Background: an optimization exercise with open tools, aiming at small area. Do not read the settings as production practice.
The RTL was checked by simulation tests, not by an equivalence proof against the original design.
Power is estimated from default activity; no workload was simulated.

==> flow/design.v <==
module OverZero
(
	input  [15:0] datain,
	input  [15:0] zero,
	output        flag
);
	assign flag = (datain > zero);
endmodule
module ADS8688
(
input wire rst_n,
input CLK_50M,
output clk_100,
output reg CS,
output wire SCLK,
output reg SDI,
input SDO,
output reg RST,
output reg [15:0] rddat7,rddat6,rddat5,rddat0,rddat4,rddat3,outRMS,
input [11:0] dataAddr,
input RDdata
);
reg [1:0] ph;
wire spi_rise = (ph == 2'd2);
wire spi_fall = (ph == 2'd1);
always @(posedge CLK_50M or negedge rst_n)
	if (!rst_n)
		ph <= 2'd0;
	else if (ph == 2'd2)
		ph <= 2'd0;
	else
		ph <= ph + 2'd1;
assign SCLK = ~CS & (ph != 2'd2);
reg [6:0] cnt;
reg [3:0] order;
reg [15:0] rddat;
wire frame_end = (cnt > 7'd82);
reg [15:0] cmd;
always @(*)
	case (order)
	4'd0:  cmd = 16'h0B00;
	4'd1:  cmd = 16'h1901;
	4'd2:  cmd = 16'h1701;
	4'd3:  cmd = 16'h1501;
	4'd4:  cmd = 16'h0B01;
	4'd5:  cmd = 16'h1301;
	4'd6:  cmd = 16'h1101;
	4'd7:  cmd = 16'hDC00;
	4'd8:  cmd = 16'hD800;
	4'd9:  cmd = 16'hD400;
	4'd10: cmd = 16'hC000;
	4'd11: cmd = 16'hD000;
	4'd12: cmd = 16'hCC00;
	default: cmd = 16'hCC00;
	endcase
always @(posedge CLK_50M or negedge rst_n)
	if (!rst_n) begin
		cnt <= 7'd0;
		CS <= 1'b0;
		RST <= 1'b0;
		order <= 4'd0;
		SDI <= 1'b0;
	end else if (spi_rise) begin
		RST <= 1'b1;
		if (frame_end) begin
			CS <= 1'b1;
			cnt <= 7'd40;
			order <= (order == 4'd12) ? 4'd7 : order + 4'd1;
		end else begin
			CS <= (cnt < 7'd50);
			cnt <= cnt + 7'd1;
		end
		if (cnt >= 7'd50 && cnt <= 7'd65)
			SDI <= cmd[4'd15 - cnt[3:0] + 4'd2];
	end
always @(posedge CLK_50M)
	if (spi_fall && order > 4'd6 && cnt >= 7'd67 && cnt <= 7'd82)
		rddat <= {rddat[14:0], SDO};
always @(posedge CLK_50M or negedge rst_n)
	if (!rst_n) begin
		rddat7 <= 16'd0;
		rddat6 <= 16'd0;
		rddat5 <= 16'd0;
		rddat0 <= 16'd0;
		rddat4 <= 16'd0;
		rddat3 <= 16'd0;
	end else if (spi_rise && frame_end) begin
		if (order == 4'd7)  rddat3 <= rddat;
		if (order == 4'd8)  rddat7 <= rddat;
		if (order == 4'd9)  rddat6 <= rddat;
		if (order == 4'd10) rddat5 <= rddat;
		if (order == 4'd11) rddat0 <= rddat;
		if (order == 4'd12) rddat4 <= rddat;
	end
OverZero OverZero_inst
(
	.datain(rddat6),
	.zero(16'd32768),
	.flag(clk_100)
);
reg cs_d;
always @(posedge CLK_50M or negedge rst_n)
	if (!rst_n)
		cs_d <= 1'b0;
	else
		cs_d <= CS;
wire evt = CS & ~cs_d;
reg r1, r2;
reg [15:0] cnt50;
reg [15:0] max_cnt;
reg pvalid;       
reg accp;         
reg zf;           
wire latch = r1 & ~r2 & (cnt50 > 16'd100);
always @(posedge CLK_50M or negedge rst_n)
	if (!rst_n) begin
		r1 <= 1'b0;
		r2 <= 1'b0;
		cnt50 <= 16'd0;
		pvalid <= 1'b0;
		accp <= 1'b0;
	end else if (evt) begin
		r1 <= clk_100;
		r2 <= r1;
		cnt50 <= latch ? 16'd0 : cnt50 + 16'd1;
		accp <= ~latch;
		if (latch)
			pvalid <= 1'b1;
	end
wire t0 = (cnt[1:0] == 2'd0) && (ph == 2'd0);
wire win = (cnt >= 7'd44) && (cnt <= 7'd67);
wire [2:0] p = cnt[4:2] - 3'd3;    
wire win_end = (cnt == 7'd67) && (ph == 2'd2);
always @(posedge CLK_50M or negedge rst_n)
	if (!rst_n)
		zf <= 1'b1;
	else if (evt && latch)
		zf <= 1'b1;
	else if (win_end && accp)
		zf <= 1'b0;
reg [47:0] ring7, ring6, ring5, ring0, ring4, ring3;
reg [47:0] Power_7, Power_6, Power_5, Power_0, Power_4, Power_3;
reg [15:0] x;
reg [3:0] rsel;
always @(*)
	case (p)
	3'd0: begin x = rddat7; rsel = ring7[3:0]; end
	3'd1: begin x = rddat6; rsel = ring6[3:0]; end
	3'd2: begin x = rddat5; rsel = ring5[3:0]; end
	3'd3: begin x = rddat0; rsel = ring0[3:0]; end
	3'd4: begin x = rddat4; rsel = ring4[3:0]; end
	default: begin x = rddat3; rsel = ring3[3:0]; end
	endcase
wire c = ~x[15];
wire [14:0] v = x[14:0] ^ {15{c}};
reg [3:0] m;
always @(*)
	case ({cnt[1:0], ph})
	4'b0000: m = v[3:0];
	4'b0001: m = v[7:4];
	4'b0010: m = v[11:8];
	4'b0100: m = {1'b0, v[14:12]};
	default: m = 4'd0;
	endcase
reg [15:0] acc;
wire [15:0] acc_in = t0 ? (c ? {v, 1'b1} : 16'd0) : acc;
wire [19:0] s = acc_in + v * m;
always @(posedge CLK_50M)
	acc <= s[19:4];
reg cy;
wire [4:0] sum = (zf ? 4'd0 : rsel) + s[3:0] + (t0 ? 1'b0 : cy);
always @(posedge CLK_50M)
	cy <= sum[4];
wire act = win & accp;
always @(posedge CLK_50M) begin
	ring7 <= {(act && p == 3'd0) ? sum[3:0] : ring7[3:0], ring7[47:4]};
	ring6 <= {(act && p == 3'd1) ? sum[3:0] : ring6[3:0], ring6[47:4]};
	ring5 <= {(act && p == 3'd2) ? sum[3:0] : ring5[3:0], ring5[47:4]};
	ring0 <= {(act && p == 3'd3) ? sum[3:0] : ring0[3:0], ring0[47:4]};
	ring4 <= {(act && p == 3'd4) ? sum[3:0] : ring4[3:0], ring4[47:4]};
	ring3 <= {(act && p == 3'd5) ? sum[3:0] : ring3[3:0], ring3[47:4]};
end
always @(posedge CLK_50M)
	if (evt && latch) begin
		Power_7 <= ring7;
		Power_6 <= ring6;
		Power_5 <= ring5;
		Power_0 <= ring0;
		Power_4 <= ring4;
		Power_3 <= ring3;
		max_cnt <= cnt50;
	end
always @(posedge CLK_50M or negedge rst_n)
	if (!rst_n)
		outRMS <= 16'd0;
	else if (RDdata) begin
		if (!pvalid)
			outRMS <= 16'd0;
		else
			case (dataAddr[7:0])
			8'd0:  outRMS <= Power_7[47:32];
			8'd1:  outRMS <= Power_7[31:16];
			8'd2:  outRMS <= Power_7[15:0];
			8'd3:  outRMS <= Power_6[47:32];
			8'd4:  outRMS <= Power_6[31:16];
			8'd5:  outRMS <= Power_6[15:0];
			8'd6:  outRMS <= Power_5[47:32];
			8'd7:  outRMS <= Power_5[31:16];
			8'd8:  outRMS <= Power_5[15:0];
			8'd9:  outRMS <= Power_0[47:32];
			8'd10: outRMS <= Power_0[31:16];
			8'd11: outRMS <= Power_0[15:0];
			8'd12: outRMS <= Power_4[47:32];
			8'd13: outRMS <= Power_4[31:16];
			8'd14: outRMS <= Power_4[15:0];
			8'd15: outRMS <= Power_3[47:32];
			8'd16: outRMS <= Power_3[31:16];
			8'd17: outRMS <= Power_3[15:0];
			8'd18: outRMS <= max_cnt;
			default: outRMS <= 16'd0;
			endcase
	end
endmodule
clock: 10.0 ns
lec_check: 0
cap_margin: 20
core_margin: 2
core_utilization: 70
cts_buf_list: sky130_fd_sc_hd__clkbuf_8
cts_cluster_diameter: 50
cts_cluster_size: 16
place_density: 0.75
slew_margin: 20
standard.sh (not shown) runs the stock make flow with config.mk's settings and CLKGATE_MAP_FILE= SYNTH_SCRIPT=/design/flow/synth_recipe.tcl, a recipe that flattens the netlist after the stock synthesis.
==> flow/flow/run.sh <==
#!/bin/bash
# The standard layout (standard.sh), changed in three ways:
#  - synthesis maps the logic with an area-oriented ABC script (flow/area.abc)
#    instead of ORFS's speed script; everything else in synthesis is the standard flow's own
#    synth_recipe.tcl, so the registers are the standard synthesis's;
#  - port buffers are sky130_fd_sc_hd__buf_1 (every port still gets one);
#  - CTS inserts no dummy loads.
# make's output goes to flow.log; ORFS writes each step's log under orfs/logs.
set -euo pipefail
W=$PWD
F=$W/flow
{
  echo "set ::area_abc_script $F/area.abc"
  echo "source $F/abc_proc.tcl"
  cat "$W/synth_recipe.tcl"
} > "$W/area_synth.tcl"
sed -e "s#SYNTH_SCRIPT=[^ ]*#SYNTH_SCRIPT=$W/area_synth.tcl#" "$W/standard.sh" > "$W/area_standard.sh"
grep -q "SYNTH_SCRIPT=$W/area_synth.tcl" "$W/area_standard.sh"
export BUFFER_PORTS_ARGS="-buffer_cell sky130_fd_sc_hd__buf_1"
export CTS_ARGS="-sink_clustering_enable -repair_clock_nets -sink_clustering_size 16 -sink_clustering_max_diameter 50 -buf_list sky130_fd_sc_hd__clkbuf_8 -dont_use_dummy_load"
bash "$W/area_standard.sh" > "$W/flow.log" 2>&1
==> flow/flow/abc_proc.tcl <==
# Point yosys's abc call at the area-oriented script; all other arguments stay.
proc abc {args} {
  set i [lsearch -exact $args -script]
  if {$i >= 0} { lset args [expr {$i + 1}] $::area_abc_script }
  yosys abc {*}$args
}
==> flow/flow/area.abc <==
&get -n
&st
&dch -f
&nf -p -a -R 1000
&put
topo
The starting point passed the timing, DRC and antenna checks.
Next try:
==> flow/run.sh (new file) <==
#!/bin/bash
# synth_recipe.tcl (not shown) runs the flow's synth.tcl, then flattens the netlist and writes it again
# the make line also repeats each setting of config.mk as NAME=value (left out here)
make -C /OpenROAD-flow-scripts/flow DESIGN_CONFIG=/design/flow/config.mk WORK_HOME=/design/flow/orfs CLKGATE_MAP_FILE= SYNTH_SCRIPT=/design/flow/synth_recipe.tcl finish
CTS_BUF_LIST = sky130_fd_sc_hd__clkbuf_16   (was sky130_fd_sc_hd__clkbuf_8)
CTS_CLUSTER_DIAMETER = 60   (was 50)
CTS_CLUSTER_SIZE = 28   (was 16)
removed: flow/flow/run.sh
removed: flow/flow/abc_proc.tcl
removed: flow/flow/area.abc
removed: flow/standard.sh
The changed run produced a clean layout. Fmax fell by 2.0%. Worst hold slack improved by 0.0075 ns. Via count rose by 10%. Power rose by 16%. Cell area rose by 10%. Sequential power stays flat. Synthesized area rose by 6.7%. Die area rose by 6.6%.
Next try:
==> flow/flow/run.sh (new file) <==
#!/bin/bash
# The standard layout (standard.sh), changed in three ways:
#  - synthesis maps the logic with an area-oriented ABC script (flow/area.abc)
#    instead of ORFS's speed script; everything else in synthesis is the standard flow's own
#    synth_recipe.tcl, so the registers are the standard synthesis's;
#  - port buffers are sky130_fd_sc_hd__buf_1 (every port still gets one);
#  - CTS inserts no dummy loads.
# make's output goes to flow.log; ORFS writes each step's log under orfs/logs.
set -euo pipefail
W=$PWD
F=$W/flow
{
  echo "proc abc {args} { set i \[lsearch -exact \$args -script\]; if {\$i >= 0} { lset args \[expr {\$i + 1}\] $F/area.abc }; yosys abc {*}\$args }"
  cat "$W/synth_recipe.tcl"
} > "$W/area_synth.tcl"
sed -e "s#SYNTH_SCRIPT=[^ ]*#SYNTH_SCRIPT=$W/area_synth.tcl#" "$W/standard.sh" > "$W/area_standard.sh"
grep -q "SYNTH_SCRIPT=$W/area_synth.tcl" "$W/area_standard.sh"
export BUFFER_PORTS_ARGS="-buffer_cell sky130_fd_sc_hd__buf_1"
export CTS_ARGS="-sink_clustering_enable -repair_clock_nets -sink_clustering_size 16 -sink_clustering_max_diameter 50 -buf_list sky130_fd_sc_hd__clkbuf_8 -dont_use_dummy_load"
bash "$W/area_standard.sh" > "$W/flow.log" 2>&1
==> flow/flow/area.abc (new file) <==
&get -n
&st
&dch -f
&nf -p -a -R 1000
&put
topo
==> flow/standard.sh (new file) <==
#!/bin/bash
# synth_recipe.tcl (not shown) runs the flow's synth.tcl, then flattens the netlist and writes it again
# the make line also repeats each setting of config.mk as NAME=value (left out here)
make -C /OpenROAD-flow-scripts/flow DESIGN_CONFIG=/design/flow/config.mk WORK_HOME=/design/flow/orfs CLKGATE_MAP_FILE= SYNTH_SCRIPT=/design/flow/synth_recipe.tcl "${@:-finish}"
CTS_BUF_LIST = sky130_fd_sc_hd__clkbuf_8   (was sky130_fd_sc_hd__clkbuf_16)
CTS_CLUSTER_DIAMETER = 50   (was 60)
CTS_CLUSTER_SIZE = 16   (was 28)
removed: flow/run.sh
The changed run aborted during 1_2_yosys.
Next try:
==> flow/run.sh (new file) <==
#!/bin/bash
# synth_recipe.tcl (not shown) runs the flow's synth.tcl, then flattens the netlist and writes it again
# the make line also repeats each setting of config.mk as NAME=value (left out here)
make -C /OpenROAD-flow-scripts/flow DESIGN_CONFIG=/design/flow/config.mk WORK_HOME=/design/flow/orfs CLKGATE_MAP_FILE= SYNTH_SCRIPT=/design/flow/synth_recipe.tcl finish
CORE_UTILIZATION = 40   (was 70)
CTS_BUF_LIST = not set   (was sky130_fd_sc_hd__clkbuf_8)
CTS_CLUSTER_DIAMETER = not set   (was 50)
CTS_CLUSTER_SIZE = not set   (was 16)
PLACE_DENSITY = 0.6   (was 0.75)
removed: flow/flow/run.sh
removed: flow/flow/area.abc
removed: flow/standard.sh
What happened: With this change the flow went through all stages and came out clean.

re-timing with driven ports:
How much do the figures lean on ideal ports? The routed layouts below were timed once more, with nothing changed but the port constraints. Step 1, drivers: a clkbuf_16 drives CLK_50M and a buf_2 each remaining input, both assumed. Step 2 also shifts input and output timing later by t, the mid clock arrival at the registers, as if the neighbouring blocks saw the same clock. Three values: ideal ports, drivers, drivers and shift; two values: the first two.
run	t (ns)	setup slack, ns	cell pins on the clock port's net
the first run	0.709	2.583 / 2.583 / 2.583	1
the second run	0.649	2.435 / 2.435 / 2.435	1
the fourth run	0.683	2.763 / 2.763 / 2.763	1
After both steps every run listed still meets setup and hold.
